This design comes from an exercise in tuning for small area on the open sky130 flow, not from production work.
In this exercise RTL edits were held to simulation tests only and were not proved equivalent to the original.
Power is estimated from default activity; no workload was simulated.

==> flow/design.v <==
module M0_Share1(
    i_in1,
    o_out1
);
input wire [0:15] i_in1;
output wire [0:15] o_out1;
assign o_out1[ 0] = i_in1[4] ^ i_in1[ 8] ^ i_in1[12];
assign o_out1[ 1] = i_in1[1] ^ i_in1[ 9] ^ i_in1[13];
assign o_out1[ 2] = i_in1[2] ^ i_in1[ 6] ^ i_in1[14];
assign o_out1[ 3] = i_in1[3] ^ i_in1[ 7] ^ i_in1[11];
assign o_out1[ 4] = i_in1[0] ^ i_in1[ 4] ^ i_in1[ 8];
assign o_out1[ 5] = i_in1[5] ^ i_in1[ 9] ^ i_in1[13];
assign o_out1[ 6] = i_in1[2] ^ i_in1[10] ^ i_in1[14];
assign o_out1[ 7] = i_in1[3] ^ i_in1[ 7] ^ i_in1[15];
assign o_out1[ 8] = i_in1[0] ^ i_in1[ 4] ^ i_in1[12];
assign o_out1[ 9] = i_in1[1] ^ i_in1[ 5] ^ i_in1[ 9];
assign o_out1[10] = i_in1[6] ^ i_in1[10] ^ i_in1[14];
assign o_out1[11] = i_in1[3] ^ i_in1[11] ^ i_in1[15];
assign o_out1[12] = i_in1[0] ^ i_in1[ 8] ^ i_in1[12];
assign o_out1[13] = i_in1[1] ^ i_in1[ 5] ^ i_in1[13];
assign o_out1[14] = i_in1[2] ^ i_in1[ 6] ^ i_in1[10];
assign o_out1[15] = i_in1[7] ^ i_in1[11] ^ i_in1[15];
endmodule
module M1_Share1(
    i_in1,
    o_out1
);
input wire [0:15] i_in1;
output wire [0:15] o_out1;
assign o_out1[ 0] = i_in1[0] ^ i_in1[ 4] ^ i_in1[ 8];
assign o_out1[ 1] = i_in1[5] ^ i_in1[ 9] ^ i_in1[13];
assign o_out1[ 2] = i_in1[2] ^ i_in1[10] ^ i_in1[14];
assign o_out1[ 3] = i_in1[3] ^ i_in1[ 7] ^ i_in1[15];
assign o_out1[ 4] = i_in1[0] ^ i_in1[ 4] ^ i_in1[12];
assign o_out1[ 5] = i_in1[1] ^ i_in1[ 5] ^ i_in1[ 9];
assign o_out1[ 6] = i_in1[6] ^ i_in1[10] ^ i_in1[14];
assign o_out1[ 7] = i_in1[3] ^ i_in1[11] ^ i_in1[15];
assign o_out1[ 8] = i_in1[0] ^ i_in1[ 8] ^ i_in1[12];
assign o_out1[ 9] = i_in1[1] ^ i_in1[ 5] ^ i_in1[13];
assign o_out1[10] = i_in1[2] ^ i_in1[ 6] ^ i_in1[10];
assign o_out1[11] = i_in1[7] ^ i_in1[11] ^ i_in1[15];
assign o_out1[12] = i_in1[4] ^ i_in1[ 8] ^ i_in1[12];
assign o_out1[13] = i_in1[1] ^ i_in1[ 9] ^ i_in1[13];
assign o_out1[14] = i_in1[2] ^ i_in1[ 6] ^ i_in1[14];
assign o_out1[15] = i_in1[3] ^ i_in1[ 7] ^ i_in1[11];
endmodule
module Mprime_cir(
    in,
    out
);
input wire [0:63] in;
output wire [0:63] out;
M0_Share1 m00_Share1(
    .i_in1 (in[0:15]),
    .o_out1 (out[0:15])
);
M1_Share1 m10_Share1(
    .i_in1 (in[16:31]),
    .o_out1 (out[16:31])
);
M1_Share1 m11_Share1(
    .i_in1 (in[32:47]),
    .o_out1 (out[32:47])
);
M0_Share1 m01_Share1(
    .i_in1 (in[48:63]),
    .o_out1 (out[48:63])
);
endmodule
module affine_2sh(
    in1,
    in2,
    out1,
    out2
);
parameter N=64;
input wire [N - 1 : 0] in1;
input wire [N - 1 : 0] in2;
output wire [N - 1 : 0] out1;
output wire [N - 1 : 0] out2;
genvar i;
generate
for (i=0; i<16; i= i + 1) begin : SHARE1
    affine_share1 sh1(
        .i_in1 (in1[3 + i * 4  : i * 4]),
        .o_out1 (out1[3 + i * 4  : i * 4])
    );
end
endgenerate
generate
for (i=0; i<16; i= i + 1) begin : SHARE2
    affine_share2 sh2(
        .i_in2 (in2[3 + i * 4  : i * 4]),
        .o_out2 (out2[3 + i * 4  : i * 4])
    );
end
endgenerate
endmodule
module affine_share1 (
    i_in1,
    o_out1
);        
    input wire [0:3] i_in1;
    output wire [0:3] o_out1;
    wire x1, w1, v1, u1;
    assign x1 = i_in1[0];
    assign w1 = i_in1[1];
    assign v1 = i_in1[2];
    assign u1 = i_in1[3];
    assign o_out1[3] = 1 ^ v1 ;
    assign o_out1[2] = u1 ^ v1 ^ w1 ;
    assign o_out1[1] = 1 ^ x1 ;
    assign o_out1[0] = w1 ;
endmodule
module affine_share2 (
    i_in2,
    o_out2
);         
    input wire [0:3] i_in2;
    output wire [0:3] o_out2;
    wire x2, w2, v2, u2;
    assign x2 = i_in2[0];
    assign w2 = i_in2[1];
    assign v2 = i_in2[2];
    assign u2 = i_in2[3];
    assign o_out2[3] = v2 ;
    assign o_out2[2] = u2 ^ v2 ^ w2 ;
    assign o_out2[1] = x2 ;
    assign o_out2[0] = w2 ;
endmodule
module inv_sr_2sh(
    in1,
    in2,
    out1,
    out2
);
    parameter N = 64;
    input wire [N - 1 : 0] in1;
    input wire [N - 1 : 0] in2;
    output wire [N - 1 : 0] out1;
    output wire [N - 1 : 0] out2;
    inv_sr_cir sh1(
        .in   (in1),
        .out (out1)
    );
    inv_sr_cir sh2(
        .in   (in2),
        .out (out2)
    );
endmodule
module inv_sr_cir(
    in,
    out
);
input wire [0 : 63] in;
output wire [0 : 63] out;
genvar  i;
generate
  for  ( i  =  0 ;  i  <  16 ;  i  =  i + 1 )
    begin  :  mix
       assign  out[((20*i) % 64):((20*i) % 64) + 3] = in[i*4 : i*4 + 3];
    end
endgenerate
endmodule
module mprime_cir_2sh(
    in1,
    in2,
    out1,
    out2
);
    parameter N = 64;
    input wire [N - 1 : 0] in1;
    input wire [N - 1 : 0] in2;
    output wire [N - 1 : 0] out1;
    output wire [N - 1 : 0] out2;
    Mprime_cir sh1(
        .in   (in1),
        .out (out1)
    );
    Mprime_cir sh2(
        .in   (in2),
        .out (out2)
    );
endmodule
module mux_cir(
    sel,
    a,
    b,
    out
);
parameter N = 64;
input wire sel;
input wire [N - 1 : 0] a;
input wire [N - 1 : 0] b;
output wire [N - 1 : 0] out;
assign out = sel? a : b;
endmodule
module mux_cir_2sh(
    sel,
    a1,
    a2,
    b1,
    b2,
    out1,
    out2
);
    parameter N = 64;
    input wire sel;
    input wire [N - 1 : 0] a1;
    input wire [N - 1 : 0] a2;
    input wire [N - 1 : 0] b1;
    input wire [N - 1 : 0] b2;
    output wire [N - 1 : 0] out1;
    output wire [N - 1 : 0] out2;
    mux_cir sh1(
        .sel (sel),
        .a   (a1),
        .b   (b1),
        .out (out1)
    );
    mux_cir sh2(
        .sel (sel),
        .a   (a2),
        .b   (b2),
        .out (out2)
    );
endmodule
module out_key_share_flip(
    in_key,
    out_key
);
input wire [63 : 0] in_key;
output wire [63 : 0] out_key;
assign out_key = {in_key[0], in_key[63 : 2], in_key[1] ^ in_key[63]};
endmodule
module s (
  in1,
  in2,
  out1,
  out2,
  out3,
  out4
);
    input wire [3:0] in1;
    input wire [3:0] in2;
    output wire [7:0] out1;
    output wire [7:0] out2;
    output wire [7:0] out3;
    output wire [7:0] out4;
    s_bit1 sb1_inst (
      .in1 (in1),
      .in2 (in2),
      .out (out1)
    );
    s_bit2 sb2_inst (
      .in1 (in1),
      .in2 (in2),
      .out (out2)
    );
    s_bit3 sb3_inst (
      .in1 (in1),
      .in2 (in2),
      .out (out3)
    );
    s_bit4 sb4_inst (
      .in1 (in1),
      .in2 (in2),
      .out (out4)
    );
endmodule
module s_bit1 (
  in1,
  in2,
  out
);
    input wire [3:0] in1;
    input wire [3:0] in2;
    output wire [7:0] out;
    wire x1, y1, z1, w1;
    wire x2, y2, z2, w2;
    assign x1 = in1[3];
    assign x2 = in2[3];
    assign y1 = in1[2];
    assign y2 = in2[2];
    assign z1 = in1[1];
    assign z2 = in2[1];
    assign w1 = in1[0];
    assign w2 = in2[0];
    s_bit1_sh1 s_bit11_inst (
      .w1 (w1),
      .z1 (z1),
      .y1 (y1),
      .x1 (x1),
      .out1 (out[0])
    );
    s_bit1_sh2 s_bit12_inst (
      .w2 (w2),
      .z2 (z2),
      .y1 (y1),
      .x1 (x1),
      .out2 (out[1])
    );
    s_bit1_sh3 s_bit13_inst (
      .y2 (y2),
      .z1 (z1),
      .w2 (w2),
      .x1 (x1),
      .out3 (out[2])
    );
    s_bit1_sh4 s_bit14_inst (
      .y2 (y2),
      .w1 (w1),
      .z2 (z2),
      .out4 (out[3])
    );
    s_bit1_sh5 s_bit15_inst (
      .x2 (x2),
      .w2 (w2),
      .y1 (y1),
      .z1 (z1),
      .out5 (out[4])
    );
    s_bit1_sh6 s_bit16_inst (
      .x2 (x2),
      .w1 (w1),
      .y1 (y1),
      .z2 (z2),
      .out6 (out[5])
    );
    s_bit1_sh7 s_bit17_inst (
      .x2 (x2),
      .y2 (y2),
      .w1 (w1),
      .z1 (z1),
      .out7 (out[6])
    );
    s_bit1_sh8 s_bit18_inst (
      .y2 (y2),
      .w2 (w2),
      .z2 (z2),
      .out8 (out[7])
    );
endmodule
module s_bit1_sh1 (
  w1,
  z1,
  y1,
  x1,
  out1
);
    input wire w1;
    input wire z1;
    input wire y1;
    input wire x1;
    output wire out1;
    assign out1 = 1'b1 ^ y1 ^ x1 ^ z1 & w1 ^ y1 & z1 ^ x1 & w1 ^ x1 & y1 ^ y1 & z1 & w1 ;
endmodule
module s_bit1_sh2 (
  w2,
  z2,
  y1,
  x1,
  out2
);
    input wire w2;
    input wire z2;
    input wire y1;
    input wire x1;
    output wire out2;
    assign out2 = z2 & w2 ^ y1 & z2 ^ x1 & w2 ^ y1 & z2 & w2 ;
endmodule
module s_bit1_sh3 (
  y2,
  z1,
  w2,
  x1,
  out3
);
    input wire y2;
    input wire z1;
    input wire w2;
    input wire x1;
    output wire out3;
    assign out3 = y2 ^ z1 & w2 ^ y2 & z1 ^ x1 & y2 ^ y2 & z1 & w2 ;
endmodule
module s_bit1_sh4 (
  y2,
  w1,
  z2,
  out4
);
    input wire y2;
    input wire w1;
    input wire z2;
    output wire out4;
    assign out4 = z2 & w1 ^ y2 & z2 ^ y2 & z2 & w1 ;
endmodule
module s_bit1_sh5 (
  x2,
  w2,
  y1,
  z1,
  out5
);
    input wire x2;
    input wire w2;
    input wire y1;
    input wire z1;
    output wire out5;
    assign out5 = x2 ^ x2 & w2 ^ x2 & y1 ^ y1 & z1 & w2 ;
endmodule
module s_bit1_sh6 (
  x2,
  w1,
  y1,
  z2,
  out6
);
    input wire x2;
    input wire w1;
    input wire y1;
    input wire z2;
    output wire out6;
    assign out6 = x2 & w1 ^ y1 & z2 & w1 ;
endmodule
module s_bit1_sh7 (
  x2,
  y2,
  w1,
  z1,
  out7
);
    input wire x2;
    input wire y2;
    input wire w1;
    input wire z1;
    output wire out7;
    assign out7 = x2 & y2 ^ y2 & z1 & w1 ;
endmodule
module s_bit1_sh8 (
  y2,
  w2,
  z2,
  out8
);
    input wire y2;
    input wire w2;
    input wire z2;
    output wire out8;
    assign out8 = y2 & z2 & w2 ;
endmodule
module s_bit2 (
  in1,
  in2,
  out
);
    input wire [3:0] in1;
    input wire [3:0] in2;
    output wire [7:0] out;
    wire x1, y1, z1, w1;
    wire x2, y2, z2, w2;
    assign x1 = in1[3];
    assign x2 = in2[3];
    assign y1 = in1[2];
    assign y2 = in2[2];
    assign z1 = in1[1];
    assign z2 = in2[1];
    assign w1 = in1[0];
    assign w2 = in2[0];
    s_bit2_sh1 s_bit21_inst (
      .w1 (w1),
      .z1 (z1),
      .y1 (y1),
      .x1 (x1),
      .out1 (out[0])
    );
    s_bit2_sh2 s_bit22_inst (
      .w2 (w2),
      .y1 (y1),
      .z2 (z2),
      .x1 (x1),
      .out2 (out[1])
    );
    s_bit2_sh3 s_bit23_inst (
      .y2 (y2),
      .w2 (w2),
      .z1 (z1),
      .x1 (x1),
      .out3 (out[2])
    );
    s_bit2_sh4 s_bit24_inst (
      .y2 (y2),
      .w1 (w1),
      .z2 (z2),
      .x1 (x1),
      .out4 (out[3])
    );
    s_bit2_sh5 s_bit25_inst (
      .x2 (x2),
      .z1 (z1),
      .y1 (y1),
      .w2 (w2),
      .out5 (out[4])
    );
    s_bit2_sh6 s_bit26_inst (
      .x2 (x2),
      .w1 (w1),
      .z2 (z2),
      .y1 (y1),
      .out6 (out[5])
    );
    s_bit2_sh7 s_bit27_inst (
      .x2 (x2),
      .y2 (y2),
      .w1 (w1),
      .z1 (z1),
      .out7 (out[6])
    );
    s_bit2_sh8 s_bit28_inst (
      .x2 (x2),
      .y2 (y2),
      .w2 (w2),
      .z2 (z2),
      .out8 (out[7])
    );
endmodule
module s_bit2_sh1 (
  w1,
  z1,
  y1,
  x1,
  out1
);
    input wire w1;
    input wire z1;
    input wire y1;
    input wire x1;
    output wire out1;
    assign out1 = 1'b1 ^ y1 & w1 ^ y1 & z1 ^ x1 & z1 ^ y1 & z1 & w1 ^ x1 & y1 & z1 ;
endmodule
module s_bit2_sh2 (
  w2,
  y1,
  z2,
  x1,
  out2
);
    input wire w2;
    input wire y1;
    input wire z2;
    input wire x1;
    output wire out2;
    assign out2 = y1 & w2 ^ y1 & z2 ^ x1 & z2 ^ y1 & z2 & w2 ^ x1 & y1 & z2 ;
endmodule
module s_bit2_sh3 (
  y2,
  w2,
  z1,
  x1,
  out3
);
    input wire y2;
    input wire w2;
    input wire z1;
    input wire x1;
    output wire out3;
    assign out3 = y2 & w2 ^ y2 & z1 ^ y2 & z1 & w2 ^ x1 & y2 & z1 ;
endmodule
module s_bit2_sh4 (
  y2,
  w1,
  z2,
  x1,
  out4
);
    input wire y2;
    input wire w1;
    input wire z2;
    input wire x1;
    output wire out4;
    assign out4 = y2 & w1 ^ y2 & z2 ^ y2 & z2 & w1 ^ x1 & y2 & z2 ;
endmodule
module s_bit2_sh5 (
  x2,
  z1,
  y1,
  w2,
  out5
);
    input wire x2;
    input wire z1;
    input wire y1;
    input wire w2;
    output wire out5;
    assign out5 = x2 & z1 ^ y1 & z1 & w2 ^ x2 & y1 & z1 ;
endmodule
module s_bit2_sh6 (
  x2,
  w1,
  z2,
  y1,
  out6
);
    input wire x2;
    input wire w1;
    input wire z2;
    input wire y1;
    output wire out6;
    assign out6 = x2 & z2 ^ y1 & z2 & w1 ^ x2 & y1 & z2 ;
endmodule
module s_bit2_sh7 (
  x2,
  y2,
  w1,
  z1,
  out7
);
    input wire x2;
    input wire y2;
    input wire w1;
    input wire z1;
    output wire out7;
    assign out7 = y2 & z1 & w1 ^ x2 & y2 & z1 ;
endmodule
module s_bit2_sh8 (
  x2,
  y2,
  w2,
  z2,
  out8
);
    input wire x2;
    input wire y2;
    input wire w2;
    input wire z2;
    output wire out8;
    assign out8 = y2 & z2 & w2 ^ x2 & y2 & z2 ;
endmodule
module s_bit3 (
  in1,
  in2,
  out
);
    input wire [3:0] in1;
    input wire [3:0] in2;
    output wire [7:0] out;
    wire x1, y1, z1, w1;
    wire x2, y2, z2, w2;
    assign x1 = in1[3];
    assign x2 = in2[3];
    assign y1 = in1[2];
    assign y2 = in2[2];
    assign z1 = in1[1];
    assign z2 = in2[1];
    assign w1 = in1[0];
    assign w2 = in2[0];
    s_bit3_sh1 s_bit31_inst (
      .w1 (w1),
      .z1 (z1),
      .y1 (y1),
      .x1 (x1),
      .out1 (out[0])
    );
    s_bit3_sh2 s_bit32_inst (
      .w2 (w2),
      .z2 (z2),
      .y1 (y1),
      .x1 (x1),
      .out2 (out[1])
    );
    s_bit3_sh3 s_bit33_inst (
      .y2 (y2),
      .z1 (z1),
      .w2 (w2),
      .x1 (x1),
      .out3 (out[2])
    );
    s_bit3_sh4 s_bit34_inst (
      .y2 (y2),
      .w1 (w1),
      .z2 (z2),
      .x1 (x1),
      .out4 (out[3])
    );
    s_bit3_sh5 s_bit35_inst (
      .x2 (x2),
      .w2 (w2),
      .z1 (z1),
      .y1 (y1),
      .out5 (out[4])
    );
    s_bit3_sh6 s_bit36_inst (
      .x2 (x2),
      .w1 (w1),
      .z2 (z2),
      .y1 (y1),
      .out6 (out[5])
    );
    s_bit3_sh7 s_bit37_inst (
      .x2 (x2),
      .y2 (y2),
      .w1 (w1),
      .z1 (z1),
      .out7 (out[6])
    );
    s_bit3_sh8 s_bit38_inst (
      .x2 (x2),
      .y2 (y2),
      .w2 (w2),
      .z2 (z2),
      .out8 (out[7])
    );
endmodule
module s_bit3_sh1 (
  w1,
  z1,
  y1,
  x1,
  out1
);
    input wire w1;
    input wire z1;
    input wire y1;
    input wire x1;
    output wire out1;
    assign out1 = w1 ^ x1 ^ z1 & w1 ^ x1 & w1 ^ x1 & z1 ^ x1 & z1 & w1 ^ x1 & y1 & z1 ;
endmodule
module s_bit3_sh2 (
  w2,
  z2,
  y1,
  x1,
  out2
);
    input wire w2;
    input wire z2;
    input wire y1;
    input wire x1;
    output wire out2;
    assign out2 = w2 ^ z2 & w2 ^ x1 & w2 ^ x1 & z2 ^ x1 & z2 & w2 ^ x1 & y1 & z2 ;
endmodule
module s_bit3_sh3 (
  y2,
  z1,
  w2,
  x1,
  out3
);
    input wire y2;
    input wire z1;
    input wire w2;
    input wire x1;
    output wire out3;
    assign out3 = z1 & w2 ^ x1 & z1 & w2 ^ x1 & y2 & z1 ;
endmodule
module s_bit3_sh4 (
  y2,
  w1,
  z2,
  x1,
  out4
);
    input wire y2;
    input wire w1;
    input wire z2;
    input wire x1;
    output wire out4;
    assign out4 = z2 & w1 ^ x1 & z2 & w1 ^ x1 & y2 & z2 ;
endmodule
module s_bit3_sh5 (
  x2,
  w2,
  z1,
  y1,
  out5
);
    input wire x2;
    input wire w2;
    input wire z1;
    input wire y1;
    output wire out5;
    assign out5 = x2 ^ x2 & w2 ^ x2 & z1 ^ x2 & z1 & w2 ^ x2 & y1 & z1 ;
endmodule
module s_bit3_sh6 (
  x2,
  w1,
  z2,
  y1,
  out6
);
    input wire x2;
    input wire w1;
    input wire z2;
    input wire y1;
    output wire out6;
    assign out6 = x2 & w1 ^ x2 & z2 ^ x2 & z2 & w1 ^ x2 & y1 & z2 ;
endmodule
module s_bit3_sh7 (
  x2,
  y2,
  w1,
  z1,
  out7
);
    input wire x2;
    input wire y2;
    input wire w1;
    input wire z1;
    output wire out7;
    assign out7 = x2 & z1 & w1 ^ x2 & y2 & z1 ;
endmodule
module s_bit3_sh8 (
  x2,
  y2,
  w2,
  z2,
  out8
);
    input wire x2;
    input wire y2;
    input wire w2;
    input wire z2;
    output wire out8;
    assign out8 = x2 & z2 & w2 ^ x2 & y2 & z2 ;
endmodule
module s_bit4 (
  in1,
  in2,
  out
);
    input wire [3:0] in1;
    input wire [3:0] in2;
    output wire [7:0] out;
    wire x1, y1, z1, w1;
    wire x2, y2, z2, w2;
    assign x1 = in1[3];
    assign x2 = in2[3];
    assign y1 = in1[2];
    assign y2 = in2[2];
    assign z1 = in1[1];
    assign z2 = in2[1];
    assign w1 = in1[0];
    assign w2 = in2[0];
    s_bit4_sh1 s_bit41_inst (
      .w1 (w1),
      .z1 (z1),
      .y1 (y1),
      .x1 (x1),
      .out1 (out[0])
    );
    s_bit4_sh2 s_bit42_inst (
      .w2 (w2),
      .z2 (z2),
      .y1 (y1),
      .x1 (x1),
      .out2 (out[1])
    );
    s_bit4_sh3 s_bit43_inst (
      .y2 (y2),
      .z1 (z1),
      .w2 (w2),
      .x1 (x1),
      .out3 (out[2])
    );
    s_bit4_sh4 s_bit44_inst (
      .y2 (y2),
      .w1 (w1),
      .z2 (z2),
      .x1 (x1),
      .out4 (out[3])
    );
    s_bit4_sh5 s_bit45_inst (
      .x2 (x2),
      .z1 (z1),
      .y1 (y1),
      .w2 (w2),
      .out5 (out[4])
    );
    s_bit4_sh6 s_bit46_inst (
      .x2 (x2),
      .w1 (w1),
      .y1 (y1),
      .z2 (z2),
      .out6 (out[5])
    );
    s_bit4_sh7 s_bit47_inst (
      .x2 (x2),
      .y2 (y2),
      .w1 (w1),
      .z1 (z1),
      .out7 (out[6])
    );
    s_bit4_sh8 s_bit48_inst (
      .x2 (x2),
      .y2 (y2),
      .w2 (w2),
      .z2 (z2),
      .out8 (out[7])
    );
endmodule
module s_bit4_sh1 (
  w1,
  z1,
  y1,
  x1,
  out1
);
    input wire w1;
    input wire z1;
    input wire y1;
    input wire x1;
    output wire out1;
    assign out1 = 1'b1 ^ z1 ^ x1 ^ y1 & z1 ^ x1 & y1 ^ y1 & z1 & w1 ^ x1 & z1 & w1 ^ x1 & y1 & w1 ;
endmodule
module s_bit4_sh2 (
  w2,
  z2,
  y1,
  x1,
  out2
);
    input wire w2;
    input wire z2;
    input wire y1;
    input wire x1;
    output wire out2;
    assign out2 = z2 ^ y1 & z2 ^ y1 & z2 & w2 ^ x1 & z2 & w2 ^ x1 & y1 & w2 ;
endmodule
module s_bit4_sh3 (
  y2,
  z1,
  w2,
  x1,
  out3
);
    input wire y2;
    input wire z1;
    input wire w2;
    input wire x1;
    output wire out3;
    assign out3 = y2 & z1 ^ x1 & y2 ^ y2 & z1 & w2 ^ x1 & z1 & w2 ^ x1 & y2 & w2 ;
endmodule
module s_bit4_sh4 (
  y2,
  w1,
  z2,
  x1,
  out4
);
    input wire y2;
    input wire w1;
    input wire z2;
    input wire x1;
    output wire out4;
    assign out4 = y2 & z2 ^ y2 & z2 & w1 ^ x1 & z2 & w1 ^ x1 & y2 & w1 ;
endmodule
module s_bit4_sh5 (
  x2,
  z1,
  y1,
  w2,
  out5
);
    input wire x2;
    input wire z1;
    input wire y1;
    input wire w2;
    output wire out5;
    assign out5 = x2 ^ x2 & y1 ^ y1 & z1 & w2 ^ x2 & z1 & w2 ^ x2 & y1 & w2 ;
endmodule
module s_bit4_sh6 (
  x2,
  w1,
  y1,
  z2,
  out6
);
    input wire x2;
    input wire w1;
    input wire y1;
    input wire z2;
    output wire out6;
    assign out6 = y1 & z2 & w1 ^ x2 & z2 & w1 ^ x2 & y1 & w1 ;
endmodule
module s_bit4_sh7 (
  x2,
  y2,
  w1,
  z1,
  out7
);
    input wire x2;
    input wire y2;
    input wire w1;
    input wire z1;
    output wire out7;
    assign out7 = x2 & y2 ^ y2 & z1 & w1 ^ x2 & z1 & w1 ^ x2 & y2 & w1 ;
endmodule
module s_bit4_sh8 (
  x2,
  y2,
  w2,
  z2,
  out8
);
    input wire x2;
    input wire y2;
    input wire w2;
    input wire z2;
    output wire out8;
    assign out8 = y2 & z2 & w2 ^ x2 & z2 & w2 ^ x2 & y2 & w2 ;
endmodule
module sbox_rmsk (
    in1,
    in2,
    in3,
    in4,
    in_rand,
    out1,
    out2,
    out3,
    out4
);
input wire [7 : 0] in1;
input wire [7 : 0] in2;
input wire [7 : 0] in3;
input wire [7 : 0] in4;
input wire [11 : 0] in_rand;
output wire [7 : 0] out1;
output wire [7 : 0] out2;
output wire [7 : 0] out3;
output wire [7 : 0] out4;
wire [2 : 0] r1;
wire [2 : 0] r2;
wire [2 : 0] r3;
wire [2 : 0] r4;
wire [2 : 0] r1_inv;
wire [2 : 0] r2_inv;
wire [2 : 0] r3_inv;
wire [2 : 0] r4_inv;
assign r1 = in_rand[2 : 0];
assign r2 = in_rand[5 : 3];
assign r3 = in_rand[8 : 6];
assign r4 = in_rand[11 : 9];
assign r1_inv = {r1[0],r1[1],r1[2]};
assign r2_inv = {r2[0],r2[1],r2[2]};
assign r3_inv = {r3[0],r3[1],r3[2]};
assign r4_inv = {r4[0],r4[1],r4[2]};
  assign out1 = {in1[7], in1[6:4] ^ r1, in1[3:1] ^ r1_inv, in1[0]};
  assign out2 = {in2[7], in2[6:4] ^ r2, in2[3:1] ^ r2_inv, in2[0]};
  assign out3 = {in3[7], in3[6:4] ^ r3, in3[3:1] ^ r3_inv, in3[0]};
  assign out4 = {in4[7], in4[6:4] ^ r4, in4[3:1] ^ r4_inv, in4[0]};
endmodule
module share_reg(
    i_clk,
    i_d,
    o_q
);
input wire i_clk;
input wire i_d;
output wire o_q;
reg state;
always @(posedge i_clk )
begin
        state <= i_d;
end
assign o_q = state;
endmodule
module sr_2sh(
    in1,
    in2,
    out1,
    out2
);
    parameter N = 64;
    input wire [N - 1 : 0] in1;
    input wire [N - 1 : 0] in2;
    output wire [N - 1 : 0] out1;
    output wire [N - 1 : 0] out2;
    sr_cir sh1(
        .in   (in1),
        .out (out1)
    );
    sr_cir sh2(
        .in   (in2),
        .out (out2)
    );
endmodule
module sr_cir(
    in,
    out
);
input wire [0 : 63] in;
output wire [0 : 63] out;
genvar  i;
generate
  for  ( i  =  0 ;  i  <  16 ;  i  =  i + 1 )
    begin  :  mix
       assign  out[((52*i) % 64):((52*i) % 64) + 3] = in[i*4 : i*4 + 3];
    end
endgenerate
endmodule
module xor_cir(
    a,
    b,
    out
);
parameter N = 64;
input wire [N - 1 : 0] a;
input wire [N - 1 : 0] b;
output wire [N - 1 : 0] out;
assign out = a ^ b;
endmodule
module xor_cir4(
    in1,
    in2,
    in3,
    in4,
    out
);
parameter N = 1;
input wire [N - 1 : 0] in1;
input wire [N - 1 : 0] in2;
input wire [N - 1 : 0] in3;
input wire [N - 1 : 0] in4;
output wire [N - 1 : 0] out;
  assign out = in1 ^ in2 ^ in3 ^ in4;
endmodule
module xor_cir_2sh(
    a1,
    a2,
    b1,
    b2,
    out1,
    out2
);
    parameter N = 64;
    input wire [N - 1 : 0] a1;
    input wire [N - 1 : 0] a2;
    input wire [N - 1 : 0] b1;
    input wire [N - 1 : 0] b2;
    output wire [N - 1 : 0] out1;
    output wire [N - 1 : 0] out2;
    xor_cir sh1(
        .a   (a1),
        .b   (b1),
        .out (out1)
    );
    xor_cir sh2(
        .a   (a2),
        .b   (b2),
        .out (out2)
    );
endmodule
module top_module_d11(
    i_clk,
    i_reset,
    i_start,
    i_load,
    i_enc_dec,
    i_pt1,
    i_pt2,
    i_key1,
    i_key2,
    i_r,
    o_ct1,
    o_ct2,
    o_done
);
input  i_start;
input  i_clk;
input  i_reset;
input  i_enc_dec;
input  i_load;
input  [191 : 0] i_r;
input  [63 : 0] i_pt1;
input  [63 : 0] i_pt2;
input  [127 : 0] i_key1;
input  [127 : 0] i_key2;
output wire [63 : 0] o_ct1;
output wire [63 : 0] o_ct2;
output wire o_done;
localparam [2:0] P_IDLE = 3'd0, P_SP = 3'd2, P_MX = 3'd3,
                 P_SRF = 3'd4, P_SRB = 3'd5, P_WT = 3'd6, P_BP = 3'd7;
reg [2:0] phase;
reg       hi;      
reg [2:0] rm;      
reg [4:0] cnt;
reg [3:0] c16;
reg [4:0] c17;
reg       dec;
reg       done_reg;
reg [3:0] s1 [0:15];    
reg [3:0] s2 [0:15];
reg [3:0] ka1 [0:15];   
reg [3:0] ka2 [0:15];
reg [3:0] kb1 [0:16];   
reg [3:0] kb2 [0:16];
wire idle  = (phase == P_IDLE);
wire ld    = idle & i_load;
reg  busy;              
wire sh    = ~(i_load & ~busy);
wire st_sp = (phase == P_SP);
wire st_bp = (phase == P_BP);
wire st_mx = (phase == P_MX);
wire st_sr = (phase == P_SRF) | (phase == P_SRB);
reg sr_big;
always @(*) begin
    case (cnt[3:0])
        4'd1, 4'd2, 4'd3: sr_big = 1'b1;
        4'd6:             sr_big = 1'b1;
        4'd7, 4'd11:      sr_big = (phase == P_SRF);
        4'd5, 4'd9:       sr_big = (phase == P_SRB);
        default:          sr_big = 1'b0;
    endcase
end
wire mx_h   = st_mx & (cnt[2:0] == 3'd0);
wire mx_big = st_mx & (cnt[2:0] != 3'd0) & (cnt[2:0] <= 3'd4);
wire mh_off = cnt[4] ^ cnt[3];
wire big    = st_sp | st_bp | mx_big | (st_sr & sr_big);
wire hi_rnd = hi;
wire r_first = ~hi & (rm == 3'd0);
wire r_last  = hi & (rm == 3'd0);
wire r_mid   = ~hi & (rm == 3'd5);
wire a_en   = hi_rnd & (st_sp | st_bp);
wire key_en = (st_sp & ~hi_rnd) | st_bp;
wire w_en   = (r_first & st_sp) | (r_last & st_bp);
wire use_kp = dec ^ hi;
wire align  = (c17 == 5'd16);
wire align16 = (c16 == 4'd15);
wire need16 = r_first | r_last;
wire wt_end = (phase == P_WT) & align & (need16 ? align16 : (cnt[1:0] == 2'd3));
wire [2:0] rc_m = rm;
wire       rc_flip = hi_rnd ^ dec;
reg [3:0] rc_tab;
always @(*) begin
    case ({rc_m, c17[3:0]})
        7'd16: rc_tab = 4'h1;
        7'd17: rc_tab = 4'h3;
        7'd18: rc_tab = 4'h1;
        7'd19: rc_tab = 4'h9;
        7'd20: rc_tab = 4'h8;
        7'd21: rc_tab = 4'ha;
        7'd22: rc_tab = 4'h2;
        7'd23: rc_tab = 4'he;
        7'd25: rc_tab = 4'h3;
        7'd26: rc_tab = 4'h7;
        7'd28: rc_tab = 4'h7;
        7'd29: rc_tab = 4'h3;
        7'd30: rc_tab = 4'h4;
        7'd31: rc_tab = 4'h4;
        7'd32: rc_tab = 4'ha;
        7'd33: rc_tab = 4'h4;
        7'd35: rc_tab = 4'h9;
        7'd36: rc_tab = 4'h3;
        7'd37: rc_tab = 4'h8;
        7'd38: rc_tab = 4'h2;
        7'd39: rc_tab = 4'h2;
        7'd40: rc_tab = 4'h2;
        7'd41: rc_tab = 4'h9;
        7'd42: rc_tab = 4'h9;
        7'd43: rc_tab = 4'hf;
        7'd44: rc_tab = 4'h3;
        7'd45: rc_tab = 4'h1;
        7'd46: rc_tab = 4'hd;
        7'd49: rc_tab = 4'h8;
        7'd50: rc_tab = 4'h2;
        7'd51: rc_tab = 4'he;
        7'd52: rc_tab = 4'hf;
        7'd53: rc_tab = 4'ha;
        7'd54: rc_tab = 4'h9;
        7'd55: rc_tab = 4'h8;
        7'd56: rc_tab = 4'he;
        7'd57: rc_tab = 4'hc;
        7'd58: rc_tab = 4'h4;
        7'd59: rc_tab = 4'he;
        7'd60: rc_tab = 4'h6;
        7'd61: rc_tab = 4'hc;
        7'd62: rc_tab = 4'h8;
        7'd63: rc_tab = 4'h9;
        7'd64: rc_tab = 4'h4;
        7'd65: rc_tab = 4'h5;
        7'd66: rc_tab = 4'h2;
        7'd67: rc_tab = 4'h8;
        7'd68: rc_tab = 4'h2;
        7'd69: rc_tab = 4'h1;
        7'd70: rc_tab = 4'he;
        7'd71: rc_tab = 4'h6;
        7'd72: rc_tab = 4'h3;
        7'd73: rc_tab = 4'h8;
        7'd74: rc_tab = 4'hd;
        7'd76: rc_tab = 4'h1;
        7'd77: rc_tab = 4'h3;
        7'd78: rc_tab = 4'h7;
        7'd79: rc_tab = 4'h7;
        7'd80: rc_tab = 4'hb;
        7'd81: rc_tab = 4'he;
        7'd82: rc_tab = 4'h5;
        7'd83: rc_tab = 4'h4;
        7'd84: rc_tab = 4'h6;
        7'd85: rc_tab = 4'h6;
        7'd86: rc_tab = 4'hc;
        7'd87: rc_tab = 4'hf;
        7'd88: rc_tab = 4'h3;
        7'd89: rc_tab = 4'h4;
        7'd90: rc_tab = 4'he;
        7'd91: rc_tab = 4'h9;
        7'd93: rc_tab = 4'hc;
        7'd94: rc_tab = 4'h6;
        7'd95: rc_tab = 4'hc;
        default: rc_tab = 4'h0;
    endcase
end
reg [3:0] rc_alpha;
always @(*) begin
    case (c17[3:0])
        4'd0: rc_alpha = 4'hc;
        4'd1: rc_alpha = 4'h0;
        4'd2: rc_alpha = 4'ha;
        4'd3: rc_alpha = 4'hc;
        4'd4: rc_alpha = 4'h2;
        4'd5: rc_alpha = 4'h9;
        4'd6: rc_alpha = 4'hb;
        4'd7: rc_alpha = 4'h7;
        4'd8: rc_alpha = 4'hc;
        4'd9: rc_alpha = 4'h9;
        4'd10: rc_alpha = 4'h7;
        4'd11: rc_alpha = 4'hc;
        4'd12: rc_alpha = 4'h5;
        4'd13: rc_alpha = 4'h0;
        4'd14: rc_alpha = 4'hd;
        4'd15: rc_alpha = 4'hd;
        default: rc_alpha = 4'h0;
    endcase
end
wire [3:0] rc_nib = rc_tab ^ (rc_flip ? rc_alpha : 4'h0);
function [3:0] aff;    
    input [3:0] n;
    aff = {n[2], n[3], n[0] ^ n[1] ^ n[2], n[1]};
endfunction
wire [3:0] x1 = s1[0];
wire [3:0] x2 = s2[0];
wire [3:0] xa1 = a_en ? (aff(x1) ^ 4'b0101) : x1;
wire [3:0] xa2 = a_en ? aff(x2) : x2;
wire [3:0] kp1 = {ka1[15][0], ka1[0][3:1]} ^ {3'b0, (c17[3:0] == 4'd15) & ka1[1][3]};
wire [3:0] kp2 = {ka2[15][0], ka2[0][3:1]} ^ {3'b0, (c17[3:0] == 4'd15) & ka2[1][3]};
wire [3:0] w1 = use_kp ? kp1 : ka1[0];
wire [3:0] w2 = use_kp ? kp2 : ka2[0];
wire [3:0] xk1 = xa1 ^ (key_en ? (kb1[0] ^ rc_nib) : 4'b0) ^ (w_en ? w1 : 4'b0);
wire [3:0] xk2 = xa2 ^ (key_en ? kb2[0] : 4'b0) ^ (w_en ? w2 : 4'b0);
wire [7:0] so1, so2, so3, so4;
wire [7:0] sm1, sm2, sm3, sm4;
s SBOX (
    .in1 (xk1),
    .in2 (xk2),
    .out1 (so1),
    .out2 (so2),
    .out3 (so3),
    .out4 (so4)
);
sbox_rmsk RMSK (
    .in1 (so1),
    .in2 (so2),
    .in3 (so3),
    .in4 (so4),
    .in_rand (i_r[11 : 0]),
    .out1 (sm1),
    .out2 (sm2),
    .out3 (sm3),
    .out4 (sm4)
);
reg [7:0] p1, p2, p3, p4;
always @(posedge i_clk) begin
    p1 <= sm1;
    p2 <= sm2;
    p3 <= sm3;
    p4 <= sm4;
end
wire [3:0] c1 = {^p4[3:0], ^p3[3:0], ^p2[3:0], ^p1[3:0]};
wire [3:0] c2 = {^p4[7:4], ^p3[7:4], ^p2[7:4], ^p1[7:4]};
wire [3:0] lk1 = st_sp ? c1 : xk1;
wire [3:0] lk2 = st_sp ? c2 : xk2;
function [15:0] mhat;    
    input [15:0] x;
    input        off;
    reg [3:0] col [0:3];
    reg [3:0] p01, p23;
    reg [3:0] ex [0:3];     
    reg [3:0] y;
    integer r, b;
    begin
        col[0] = x[15:12]; col[1] = x[11:8]; col[2] = x[7:4]; col[3] = x[3:0];
        p01 = col[0] ^ col[1];
        p23 = col[2] ^ col[3];
        ex[0] = col[1] ^ p23;
        ex[1] = col[0] ^ p23;
        ex[2] = col[3] ^ p01;
        ex[3] = col[2] ^ p01;
        for (r = 0; r < 4; r = r + 1) begin
            for (b = 0; b < 4; b = b + 1)
                y[3 - b] = off ? ex[(b - r - 1) & 3][3 - b] : ex[(b - r) & 3][3 - b];
            mhat[15 - 4*r -: 4] = y;
        end
    end
endfunction
wire [15:0] my1 = mhat({s1[0], s1[1], s1[2], s1[3]}, mh_off);
wire [15:0] my2 = mhat({s2[0], s2[1], s2[2], s2[3]}, mh_off);
wire [3:0] ld4 = {4{ld}};
wire [3:0] sh4 = {4{sh}};
reg  [3:0] n1 [0:15];
reg  [3:0] n2 [0:15];
integer q;
always @(*) begin
    for (q = 0; q < 16; q = q + 1) begin
        if (mx_h && q < 4) begin
            n1[q] = my1[15 - 4*((q + 1) & 3) -: 4];
            n2[q] = my2[15 - 4*((q + 1) & 3) -: 4];
        end else if ((q & 3) != 3) begin
            n1[q] = s1[q + 1];
            n2[q] = s2[q + 1];
        end else if (!big) begin
            n1[q] = s1[q - 3];
            n2[q] = s2[q - 3];
        end else if (q != 15) begin
            n1[q] = s1[q + 1];
            n2[q] = s2[q + 1];
        end else begin
            n1[q] = lk1;
            n2[q] = lk2;
        end
    end
end
always @(posedge i_clk) begin
    for (q = 0; q < 16; q = q + 1) begin
        s1[q] <= ~((sh4 | i_pt1[63 - 4*q -: 4]) & (ld4 | n1[q]));
        s2[q] <= ~((sh4 | i_pt2[63 - 4*q -: 4]) & (ld4 | n2[q]));
    end
end
always @(posedge i_clk) begin
    for (q = 0; q < 16; q = q + 1) begin
        ka1[q] <= ~((sh4 | i_key1[127 - 4*q -: 4]) & (ld4 | ka1[(q + 1) & 15]));
        ka2[q] <= ~((sh4 | i_key2[127 - 4*q -: 4]) & (ld4 | ka2[(q + 1) & 15]));
        kb1[q] <= ~((sh4 | i_key1[63 - 4*q -: 4]) & (ld4 | kb1[q + 1]));
        kb2[q] <= ~((sh4 | i_key2[63 - 4*q -: 4]) & (ld4 | kb2[q + 1]));
    end
    kb1[16] <= kb1[0];
    kb2[16] <= kb2[0];
end
always @(posedge i_clk) begin
    if (ld) begin
        c16 <= 4'd0;
        c17 <= 5'd0;
        dec <= i_enc_dec;
    end else begin
        c16 <= c16 + 4'd1;
        c17 <= align ? 5'd0 : c17 + 5'd1;
    end
end
always @(posedge i_clk or posedge i_reset) begin
    if (i_reset) begin
        phase <= P_IDLE;
        done_reg <= 1'b0;
    end else begin
        done_reg <= 1'b0;
        case (phase)
            P_IDLE: if (!i_load && i_start) phase <= P_WT;
            P_SP:   if (cnt == 5'd16) phase <= hi_rnd ? P_WT : P_MX;
            P_MX:   if (cnt == 5'd31) begin
                        if (!hi && !r_mid) phase <= P_SRF;
                        else phase <= P_SP;
                    end
            P_SRF:  if (cnt == 5'd15) phase <= P_WT;
            P_SRB:  if (cnt == 5'd15) phase <= P_MX;
            P_WT:   if (wt_end) phase <= hi_rnd ? P_BP : P_SP;
            P_BP:   if (cnt == 5'd15) begin
                        if (r_last) begin
                            phase <= P_IDLE;
                            done_reg <= 1'b1;
                        end else
                            phase <= P_SRB;
                    end
        endcase
    end
end
always @(posedge i_clk or posedge i_reset) begin
    if (i_reset)
        busy <= 1'b0;
    else if (!busy)
        busy <= i_start & ~i_load;
    else
        busy <= ~(st_bp & (cnt == 5'd15) & r_last);
end
wire phase_end = (st_sp & (cnt == 5'd16)) | (st_mx & (cnt == 5'd31)) |
                 ((st_sr | st_bp) & (cnt == 5'd15)) |
                 wt_end;
always @(posedge i_clk) begin
    if (idle) begin
        cnt <= 5'd0;
        hi <= 1'b0;
        rm <= 3'd0;
    end else begin
        cnt <= phase_end ? 5'd0 : cnt + 5'd1;
        if (st_mx & (cnt == 5'd31) & r_mid)
            hi <= 1'b1;
        else if ((phase == P_SRF) & (cnt == 5'd15))
            rm <= rm + 3'd1;
        else if (st_bp & (cnt == 5'd15))
            rm <= rm - 3'd1;
    end
end
genvar g;
generate
for (g = 0; g < 16; g = g + 1) begin : OUT
    assign o_ct1[63 - 4*g -: 4] = s1[g];
    assign o_ct2[63 - 4*g -: 4] = s2[g];
end
endgenerate
assign o_done = done_reg;
endmodule
==> flow/flow/run.sh <==
#!/bin/bash
set -euo pipefail
export BUFFER_PORTS_ARGS="-buffer_cell sky130_fd_sc_hd__buf_1"
bash standard.sh > standard.log 2>&1
==> flow/standard.sh <==
#!/bin/bash
# synth_recipe.tcl (not shown) runs the flow's synth.tcl, then flattens the netlist and writes it again
# the make line also repeats each setting of config.mk as NAME=value (left out here)
make -C /OpenROAD-flow-scripts/flow DESIGN_CONFIG=/design/flow/config.mk WORK_HOME=/design/flow/orfs CLKGATE_MAP_FILE= SYNTH_SCRIPT=/design/flow/synth_recipe.tcl "${@:-finish}"
==> flow/config.mk <==
export PLATFORM = sky130hd
export DESIGN_NAME = top_module_d11
export DESIGN_NICKNAME = top_module_d11
export VERILOG_FILES = /design/flow/design.v
export SDC_FILE = /design/flow/constraint.sdc
export NUM_CORES = 4
export LEC_CHECK = 0
export ABC_AREA = 1
export CAP_MARGIN = 10
export CORE_MARGIN = 2
export CORE_UTILIZATION = 40
export CTS_BUF_LIST = sky130_fd_sc_hd__clkbuf_4
export CTS_CLUSTER_DIAMETER = 45
export CTS_CLUSTER_SIZE = 11
export SETUP_SLACK_MARGIN = 0.1
export SLEW_MARGIN = 10
==> flow/constraint.sdc <==
create_clock -name core_clock -period 6.0 [get_ports {i_clk}]
set_input_delay 1.2000 -clock core_clock [delete_from_list [all_inputs] [get_ports {i_clk}]]
set_output_delay 1.2000 -clock core_clock [all_outputs]
set_load 0.01 [all_outputs]
==> results of run 1 <==
[metal layers]
| metal | routed length, µm | GRT usage [%] |
|---|---|---|
| met1 | 24800 | 31.9 |
| met2 | 30900 | 48.4 |
| met3 | 5420 | 8.04 |
| met4 | 4280 | 17.8 |
| met5 | 25 | 0 |
[final timing paths]
check,endpoint
hold reg to reg,kb2[16][2]
setup / recovery,p1[0]
hold / removal,kb2[16][2]
setup reg to reg,p1[0]
min in group asynchronous,busy
max in group asynchronous,done_reg
[synth_stat cells (all sizes together) (7+ instances only)]
cell	count	area share, %
o21ai	105	3.1
dfxtp	446	53
xnor2	45	2.3
ha	25	1.8
xor2	68	3.7
nand3	86	2.6
o22ai	356	13
or2	7	0.26
clkbuf	100	2.2
o2bb2ai	10	0.52
o211ai	9	0.40
nand2	330	7.7
nor3	7	0.21
a21oi	65	1.9
nor2	72	1.8
buf	17	0.57
inv	113	2.5
nand4	10	0.37
[per-stage QoR]
| stage | instances | hold WS (ns) | setup slack, ns | power, W | area (µm²) |
|---|---|---|---|---|---|
| 2_1_floorplan | 1904 | 0.331 | 3.17 | 0.00651 | 16900 |
| 3_3_place_gp | 2868 | 0.339 | 2.04 | 0.00781 | 19300 |
| 3_5_place_dp | 2868 | 0.341 | 1.96 | 0.00785 | 19300 |
| 4_1_cts | 2956 | 0.282 | 2.13 | 0.00978 | 20100 |
| 5_1_grt | 2957 | 0.318 | 1.82 | 0.0103 | 20100 |
| 6_report | 2959 | 0.355 | 2.14 | 0.00977 | 20100 |
[worst max-delay path, cell delays in order, from the launching register on]
cell      delay, ns
dfxtp_1        0.74
clkinv_1       0.44
nand2_1        0.22
a21oi_1        0.08
o31ai_1        0.47
nand3b_1       0.17
nand3_1        0.11
nand2_1        0.08
nand2_1        0.40
ha_1           0.43
xor2_1         0.22
xor2_1         0.19
xor2_1         0.25
[cells by family after synthesis]
kind of cell	count (synthesis)	synth area share (%)
adder cells (fa/ha/maj)	26	1.97
AO/OA/AOI/OAI	562	20.0
buffers and inverters	234	5.39
AND/OR/NAND/NOR	517	13.1
flip-flops	452	53.6
XOR/XNOR	113	5.98
[layout make-up]
class | instances | area (µm²)
Tap cell | 539 | 674
Multi-Input combinational cell | 1218 | 6960
Timing Repair Buffer | 542 | 2110
Clock inverter | 26 | 333
Sequential cell | 452 | 9080
Clock buffer | 62 | 465
Antenna cell | 3 | 7.51
Fill cell | 4251 | 21800
Inverter | 117 | 440
[power groups by stage]
| stage | Sequential [W] | Clock [W] | Combinational [W] |
|---|---|---|---|
| 2_1_floorplan | 0.00462 | 0 | 0.00188 |
| 3_3_place_gp | 0.00463 | 0 | 0.00317 |
| 3_5_place_dp | 0.00464 | 0 | 0.00321 |
| 4_1_cts | 0.00459 | 0.00196 | 0.00323 |
| 5_1_grt | 0.00467 | 0.00208 | 0.00355 |
| 6_report | 0.00460 | 0.00191 | 0.00326 |
==> results.json, run 1 <==
{
  "status": "timing/DRC/antenna clean",
  "setup_viol": 0,
  "fmax_ghz": 0.259,
  "largestRegisters": "kb1: 68 flops, kb2: 68 flops",
  "h-tree-depth": 2,
  "r2r_slack_ns": 2.14,
  "synth_cell_types": 47,
  "hp-start": "kb2[0][2]",
  "syn-num-nets": 2511,
  "syn_area_um2": 16900,
  "avgSynthCellArea_um2": 8.89,
  "power_density_nw_per_um2": 487,
  "cts-root-buf": "clkbuf_4",
  "finalCriticalPeriod_ns": 3.86,
  "cts_buffer_depth": 3,
  "die_area_um2": 44000,
  "gp_congestion": 0.938,
  "insertion_delay_ns": 0.87,
  "yosys_register_bits": 452,
  "r2r_start": "c17[2]",
  "syn_inst": 1904,
  "ir_worst_vdd_mv": 0.235,
  "cts_resized": 0,
  "post_drt_wl_per_cell_um": 22.1,
  "tritoncts": "built",
  "rsz0062_at_grt": "false",
  "synth_ff_type": "dfxtp_1",
  "endpoint_kind": "flip-flop",
  "synth_edf_count": 1,
  "reg2reg_depth": 12,
  "start_util_pct": 40.5,
  "leakage_nw": 8.28,
  "p_sw_share_pct": 39.1,
  "numCtsBuffers": 57,
  "clock_sinks": 452,
  "nets": 2995,
  "routed_wl_mm": 65.5,
  "p_int_w": 0.00594,
  "vias": 15900,
  "power_switching_w": 0.00382,
  "p_seq_share_pct": 47.1,
  "crit_arrival_ns": 4.65,
  "dieHeight_um": 210,
  "layout_commonest_cell": "buf_1",
  "fin_util_pct": 48.0,
  "p_comb_share_pct": 33.3,
  "clock_skew_ns": 0.0840,
  "tns_ns": 0,
  "hp-class": "reg2reg",
  "grt_max_degree": 108,
  "clk_pin_slew_ns": 0.12,
  "cap_violations": 0,
  "slew_viol_final": 0,
  "drc": 0,
  "dp_hpwl_mm": 49.3,
  "critPathMaxFanout": 17,
  "startpoint_type": "flip-flop",
  "startpoint": "c17[2]",
  "grt_pass1_wl_mm": 94.6,
  "grt_pass1_vias": 15300,
  "holdBufCountCts": 0,
  "yosys_warnings": 13,
  "die_w_um": 210,
  "first_iter_violations": 1077,
  "antenna_found_initial": 5,
  "finalHoldViolations": 0,
  "overflow": 0,
  "ant_nets": 0,
  "async_reset_ff_share_pct": 1.11,
  "required_ns": 6.78,
  "hold_depth": 0,
  "layout-drive-gt1-share_pct": 5.59,
  "drtPass1Iterations": 5,
  "num_rows": 75,
  "ios": 710,
  "layout_common_cells": "buf_1, dfxtp_1, o22ai_1, nand2_1, inv_1",
  "design.core.area_um2": 41900,
  "detail_route.vias_per_cell": 5.36,
  "syn_to_final_growth_pct": 18.5,
  "slew_headroom_pct": 18.4,
  "power_frac_clock_pct": 19.6,
  "synth-seq-area-share_pct": 53.6,
  "period_share_pct": 64.4,
  "grtUsageTotal_pct": 28.6,
  "post_cts.repair.setup_buffers": 0,
  "max_slew.worst_pin.slew_ns": 1.22,
  "crit_type": "reg2reg",
  "port_buffers": 529
}
==> run 2, diff against run 1 <==
--- a/flow/config.mk
+++ b/flow/config.mk
@@ -6,11 +6,11 @@
 export NUM_CORES = 4
 export LEC_CHECK = 0
 export ABC_AREA = 1
-export CAP_MARGIN = 10
+export CAP_MARGIN = 20
 export CORE_MARGIN = 2
 export CORE_UTILIZATION = 40
 export CTS_BUF_LIST = sky130_fd_sc_hd__clkbuf_4
 export CTS_CLUSTER_DIAMETER = 45
-export CTS_CLUSTER_SIZE = 11
+export CTS_CLUSTER_SIZE = 10
 export SETUP_SLACK_MARGIN = 0.1
-export SLEW_MARGIN = 10
+export SLEW_MARGIN = 20
==> run 2 against run 1 <==
Effect of this change: first-iteration DRC count is 6.2% lower; total power is 1.6% lower; maximum frequency is 1.0% lower; sequential power hardly changed; non-clock buffer count is 1 higher; sequential share of layout area is 0.15 points higher; die area stayed put; core utilization is 0.16 points lower; global-route usage hardly changed; flip-flop and latch count stayed put; combinational power hardly changed; largest cell class unchanged; largest power group unchanged.
==> results.json, run 2 <==
{
  "crit_type": "reg2reg",
  "first_iter_violations": 1010,
  "layout-drive-gt1-share_pct": 5.50,
  "clock_skew_ns": 0.0826,
  "grtUsageTotal_pct": 28.6,
  "post_cts.repair.setup_buffers": 0,
  "yosys.area.top_type_share_pct": 52.7,
  "nets": 2998,
  "power_density_nw_per_um2": 480,
  "dp_hpwl_mm": 49.3,
  "die_area_um2": 44000,
  "leakage_nw": 8.23,
  "holdBufCountCts": 0,
  "grt_pass1_vias": 15200,
  "critPathMaxFanout": 17,
  "layout_common_cells": "buf_1, dfxtp_1, o22ai_1, nand2_1, inv_1",
  "avgSynthCellArea_um2": 8.89,
  "antenna_found_initial": 6,
  "grt_max_degree": 108,
  "syn-num-nets": 2511,
  "yosysMostFrequentCell": "dfxtp_1",
  "status": "timing/DRC/antenna clean",
  "period_share_pct": 65.0,
  "tritoncts": "built",
  "crit_arrival_ns": 4.70,
  "syn_to_final_growth_pct": 18.1,
  "gp_congestion": 0.938,
  "overflow": 0,
  "yosys-top-cells-count": "dfxtp_1, o22ai_1, nand2_1",
  "die_w_um": 210,
  "clk_pin_slew_ns": 0.11,
  "finalHoldViolations": 0,
  "tns_ns": 0,
  "syn_inst": 1904,
  "port_buffers": 529,
  "largestRegisters": "kb1: 68 flops, kb2: 68 flops",
  "dieHeight_um": 210,
  "num_rows": 75,
  "finalPower_w": 0.00961,
  "synth_cell_types": 47,
  "grt_pass1_wl_mm": 94.5,
  "clock_sinks": 452,
  "h-tree-depth": 2,
  "yosys_warnings": 13,
  "startpoint_type": "flip-flop",
  "async_reset_ff_share_pct": 1.11,
  "detail_route.vias_per_cell": 5.36,
  "drtPass1Iterations": 8,
  "numCtsBuffers": 59,
  "cts_resized": 0,
  "fmax_ghz": 0.256,
  "syn_area_um2": 16900,
  "yosys_register_bits": 452,
  "ir_worst_vdd_mv": 0.210,
  "vias": 15900,
  "reg2reg_depth": 12,
  "setup_viol": 0,
  "finalCriticalPeriod_ns": 3.90,
  "max_slew.worst_pin.slew_ns": 1.13,
  "start_util_pct": 40.5,
  "cap_violations": 0,
  "synth_ff_type": "dfxtp_1",
  "slew_viol_final": 0,
  "ant_nets": 0,
  "layout_commonest_cell": "buf_1",
  "slew_headroom_pct": 24.5,
  "n_fill_cell": 4256,
  "synth-seq-area-share_pct": 53.6,
  "insertion_delay_ns": 0.89,
  "synth_area_leaders": "dfxtp_1, o22ai_1, nand2_1",
  "required_ns": 6.79,
  "post_drt_wl_per_cell_um": 22.0,
  "drc": 0,
  "cts_buffer_depth": 3,
  "routed_wl_mm": 65.3,
  "rsz0062_at_grt": "false",
  "endpoint_kind": "flip-flop",
  "design.core.area_um2": 41900,
  "cts-root-buf": "clkbuf_4",
  "yosysTopAreaCell": "dfxtp_1",
  "ios": 710,
  "synth_edf_count": 1,
  "hp-class": "in2async"
}
[run 2: cell counts after synthesis]
Identical to the previous run, type by type.
[run 2: final cells by class]
class	instances	area (µm²)	area share [%]
flip-flops and latches	452	9080	45.4
clock buffers	64	480	2.40
multi-input cells	1218	6960	34.8
clock inverters	22	226	1.13
inverters	117	440	2.20
well taps	539	674	3.37
repair buffers	543	2130	10.6
diodes	5	12.5	0.0626
[run 2: path summary, 6_finish.rpt]
path,from,endpoint,slack (ns)
setup / recovery,c17[2],p1[0],2.10
hold / removal,i_reset,phase[0],0.34
setup reg to reg,c17[2],p1[0],2.10
hold reg to reg,kb2[0][2],kb2[16][2],0.36
max in group asynchronous,i_reset,busy,5.45
min in group core_clock,kb2[0][2],kb2[16][2],0.36
[run 2: logic make-up (layout without fill, tap and decap cells)]
family | count (synthesis) | after routing | share of synthesized area [%]
adder cells (fa/ha/maj) | 26 | 26 | 1.97
XOR/XNOR | 113 | 113 | 5.98
buffers and inverters | 234 | 746 | 5.39
AND/OR/NAND/NOR | 517 | 517 | 13.1
AO/OA/AOI/OAI | 562 | 562 | 20.0
flip-flops | 452 | 452 | 53.6
other | 0 | 5 | 0
[run 2: where the power goes]
part / internal [W] / switching [W]
logic: 0.00123 / 0.00202
registers: 0.00392 / 0.000670
clock network: 0.000658 / 0.00110
total: 0.00581 / 0.00379
[run 2: worst max-delay path, cell delays in order (launching register included)]
cell      delay (ns)
dfxtp_1         0.73
clkinv_1        0.45
nand2_1         0.22
a21oi_1         0.08
o31ai_1         0.48
nand3b_1        0.17
nand3_1         0.12
nand2_1         0.08
nand2_1         0.41
ha_1            0.43
xor2_1          0.22
xor2_1          0.19
xor2_1          0.27
[run 2: per-stage QoR]
stage | util (%) | setup WS (ns) | cells | hold WS [ns] | area (µm²)
floorplan | - | 3.17 | 1904 | 0.331 | 16900
global placement | 46.0 | 2.04 | 2868 | 0.339 | 19300
detailed placement | 46.0 | 1.96 | 2868 | 0.341 | 19300
CTS | 47.7 | 2.13 | 2954 | 0.270 | 20000
global route | 47.8 | 1.84 | 2956 | 0.312 | 20000
finish | 47.8 | 2.10 | 2960 | 0.345 | 20000
[run 2: metal layers]
metal | track usage [%] | part of all wire [%] | vias up
met5 | 0 | 0.018 | -
met4 | 17.6 | 6.6 | 2
met3 | 8.35 | 8.3 | 139
met2 | 48.4 | 47 | 681
met1 | 31.9 | 38 | 7381
li1 | - | - | 7649
==> run 3, diff against run 2 <==
--- a/flow/config.mk
+++ b/flow/config.mk
@@ -10,7 +10,7 @@
 export CORE_MARGIN = 2
 export CORE_UTILIZATION = 40
 export CTS_BUF_LIST = sky130_fd_sc_hd__clkbuf_4
-export CTS_CLUSTER_DIAMETER = 45
-export CTS_CLUSTER_SIZE = 10
+export CTS_CLUSTER_DIAMETER = 30
+export CTS_CLUSTER_SIZE = 12
 export SETUP_SLACK_MARGIN = 0.1
 export SLEW_MARGIN = 20
==> run 3 against run 2 <==
Effect of this change: still clean on timing, DRC and antenna; hold slack better by 0.0032 ns; register-to-register slack lost 0.05 ns; non-clock buffer count did not move; flip-flop and latch count unchanged; setup slack got worse by 0.055 ns; synthesized cell count stayed put; critical endpoint unchanged.
==> results.json, run 3 <==
{
  "design_area_um2": 20900,
  "die_area_um2": 44000,
  "synth-seq-area-share_pct": 53.6,
  "r2r_start": "c17[2]",
  "critPathMaxFanout": 17,
  "startpoint": "c17[2]",
  "layout_commonest_cell": "buf_1",
  "leakage_nw": 8.72,
  "grt_pass1_vias": 15600,
  "clock_sinks": 452,
  "period_share_pct": 65.9,
  "status": "timing/DRC/antenna clean",
  "synthAdderAreaFrac_pct": 1.97,
  "holdBufCountCts": 0,
  "critPathTopFamily": "simple AND/OR/NAND/NOR gates",
  "layout-drive-gt1-share_pct": 8.47,
  "gp_congestion": 0.938,
  "numCtsBuffers": 94,
  "dieHeight_um": 210,
  "port_buffers": 529,
  "first_iter_violations": 1024,
  "path_buf_inv": 1,
  "synth-xor-area-share_pct": 5.98,
  "finalCriticalPeriod_ns": 3.96,
  "crit_arrival_ns": 4.65,
  "detail_route.vias_per_cell": 5.27,
  "ir_worst_vdd_mv": 0.230,
  "ios": 710,
  "drtPass1Iterations": 5,
  "design.core.area_um2": 41900,
  "tns_ns": 0,
  "startpoint_type": "flip-flop",
  "layout_common_cells": "buf_1, dfxtp_1, o22ai_1, nand2_1, inv_1",
  "num_rows": 75,
  "routed_wl_mm": 65.5,
  "cpPeakStageDelay_ns": 0.73,
  "overflow": 0,
  "power_density_nw_per_um2": 520,
  "crit_type": "reg2reg",
  "grtUsageTotal_pct": 28.9,
  "tritoncts": "built",
  "critPathCapture": "p1[0]",
  "syn_inst": 1904,
  "avgSynthCellArea_um2": 8.89,
  "yosysMostFrequentCell": "dfxtp_1",
  "endpoint_kind": "flip-flop",
  "layout.cells.non_filler": 3045,
  "dp_hpwl_mm": 49.3,
  "placed_cell_area_um2": 19300,
  "reg2reg_depth": 12,
  "yosys_warnings": 13,
  "cts-root-buf": "clkbuf_4",
  "die_w_um": 210,
  "finalHoldViolations": 0,
  "path_cells": "clkinv_1 -> nand2_1 -> a21oi_1 -> o31ai_1 -> nand2_1 -> nand2_1 -> nand4_1 -> nand2_1 -> ha_1 -> xor2_1 -> xor2_1 -> xor2_1",
  "synth_compound_area_share_pct": 20.0,
  "drc": 0,
  "required_ns": 6.70,
  "crit_path_frequent_cell": "nand2_1",
  "hp-class": "reg2reg",
  "clk_pin_slew_ns": 0.09,
  "fmax_ghz": 0.253,
  "rsz0062_at_grt": "false",
  "rr_endpoint": "p1[0]",
  "slew_viol_final": 0,
  "yosysTopAreaCell": "dfxtp_1",
  "grt_pass1_wl_mm": 95.2,
  "post_drt_wl_per_cell_um": 21.5,
  "insertion_delay_ns": 0.83,
  "max_slew.worst_pin.slew_ns": 1.11,
  "synth_cell_types": 47,
  "synthMuxAreaShare_pct": 0,
  "cap_violations": 0,
  "setup_viol": 0,
  "syn_area_um2": 16900,
  "yosys.area.top_type_share_pct": 52.7,
  "largestRegisters": "kb1: 68 flops, kb2: 68 flops",
  "nets": 3033,
  "cp.depth": 12,
  "post_cts.repair.setup_buffers": 0,
  "antenna_found_initial": 8,
  "synth_ff_type": "dfxtp_1",
  "h-tree-depth": 3,
  "hp-start": "kb2[0][2]",
  "r2r_slack_ns": 2.04,
  "synth_edf_count": 1,
  "grt_max_degree": 108,
  "ant_nets": 0,
  "synth_area_leaders": "dfxtp_1, o22ai_1, nand2_1",
  "syn-num-nets": 2511,
  "yosys-top-cells-count": "dfxtp_1, o22ai_1, nand2_1",
  "async_reset_ff_share_pct": 1.11,
  "clock_skew_ns": 0.0680,
  "cts_buffer_depth": 3,
  "syn_to_final_growth_pct": 23.7,
  "vias": 16100,
  "yosys.area_share.simple_pct": 13.1,
  "slew_headroom_pct": 25.4,
  "dp_cells": 2868,
  "synth_top_family_by_area": "compound AO/OA/AOI/OAI gates",
  "yosys_register_bits": 452,
  "critPathSlowestCell": "dfxtp_1",
  "start_util_pct": 40.5,
  "cts_resized": 0
}
## run 3: cell count changes in the layout (fill, tap and decap cells not counted), sizes merged
cell      change
clkinvlp      +5
diode         -3
clkinv       +16
clkbuf       +41
inv          +11
bufinv       +15
## run 3: layout make-up
type	count	area, µm²
fillers	4161	20900
flip-flops and latches	452	9080
multi-input cells	1218	6960
repair buffers	543	2140
clock inverters	69	853
clock buffers	105	788
well taps	539	674
inverters	117	440
diodes	2	5.00
## run 3: how the worst min path moves through the flow
stage | end | slack (ns) | cells after the start
final | kb2[16][2] | 0.35 | 0
after global routing | phase[0] | 0.32 | 2
after CTS | phase[0] | 0.29 | 2
after detailed placement | kb2[16][2] | 0.34 | 0
after global placement | kb2[16][2] | 0.34 | 0
after floorplan | kb2[16][1] | 0.33 | 0
## run 3: metrics by stage
| stage | hold WS, ns | power (W) | setup WS [ns] | utilization (%) |
|---|---|---|---|---|
| floorplan | 0.331 | 0.00651 | 3.17 | - |
| global placement | 0.339 | 0.00781 | 2.04 | 46.0 |
| detailed placement | 0.341 | 0.00785 | 1.96 | 46.0 |
| CTS | 0.288 | 0.0109 | 2.09 | 49.9 |
| global route | 0.321 | 0.0115 | 1.80 | 50.0 |
| finish | 0.348 | 0.0109 | 2.04 | 50.0 |
## run 3: routing by layer
metal / routed length, µm / vias to the layer above / track usage, %
met3: 5630 / 163 / 9.25
met5: 67 / - / 0
met1: 24500 / 7387 / 31.4
li1: - / 7791 / -
met2: 30700 / 710 / 48.2
met4: 4540 / 10 / 19.4
## run 3: cell families (layout without fill, tap and decap cells)
kind of cell,Yosys count,after routing
AOI/OAI and AO/OA,562,562
and+or+nand+nor,517,517
DFF,452,452
buffers and inverters,234,834
xor gates and xnor gates,113,113
adders and majority gates,26,26
other,0,2
## run 3: report_power, final
| group | internal [W] | total [W] | switching, W |
|---|---|---|---|
| Sequential | 0.00393 | 0.00459 | 0.000665 |
| Clock | 0.00169 | 0.00304 | 0.00135 |
| Combinational | 0.00123 | 0.00326 | 0.00203 |
| Total | 0.00685 | 0.0109 | 0.00404 |

## what the ideal ports hide
The results above use ideal ports. As a check the final layouts listed here were re-extracted and re-timed, cells and wires unchanged. Step 1 assumes that a clkbuf_16 drives the clock port and a buf_2 every other input. Step 2 adds t to the input delays and takes it off the output delays; t is the mean of the earliest and latest rising clock arrival at the registers after step 1. Input paths then give back, and output paths get back, about the clock's delay inside the block. Three values: ideal, step 1, step 2; two values: the first two.
run | t, ns | setup slack, ns | clock arrival spread, ns | worst slew at a driven data input, ns
run 1 | 0.880 | 2.138 / 2.138 / 1.918 | 0.092 / 0.092 | 0.10
run 2 | 0.894 | 2.098 / 2.098 / 1.965 | 0.100 / 0.100 | 0.10
run 3 | 0.846 | 2.044 / 2.044 / 1.960 | 0.072 / 0.072 | 0.11
After both steps every run listed still meets setup and hold. The setup slack of run 1, which loses most, moves by 0.000 ns with the drivers and by -0.220 ns with both steps.
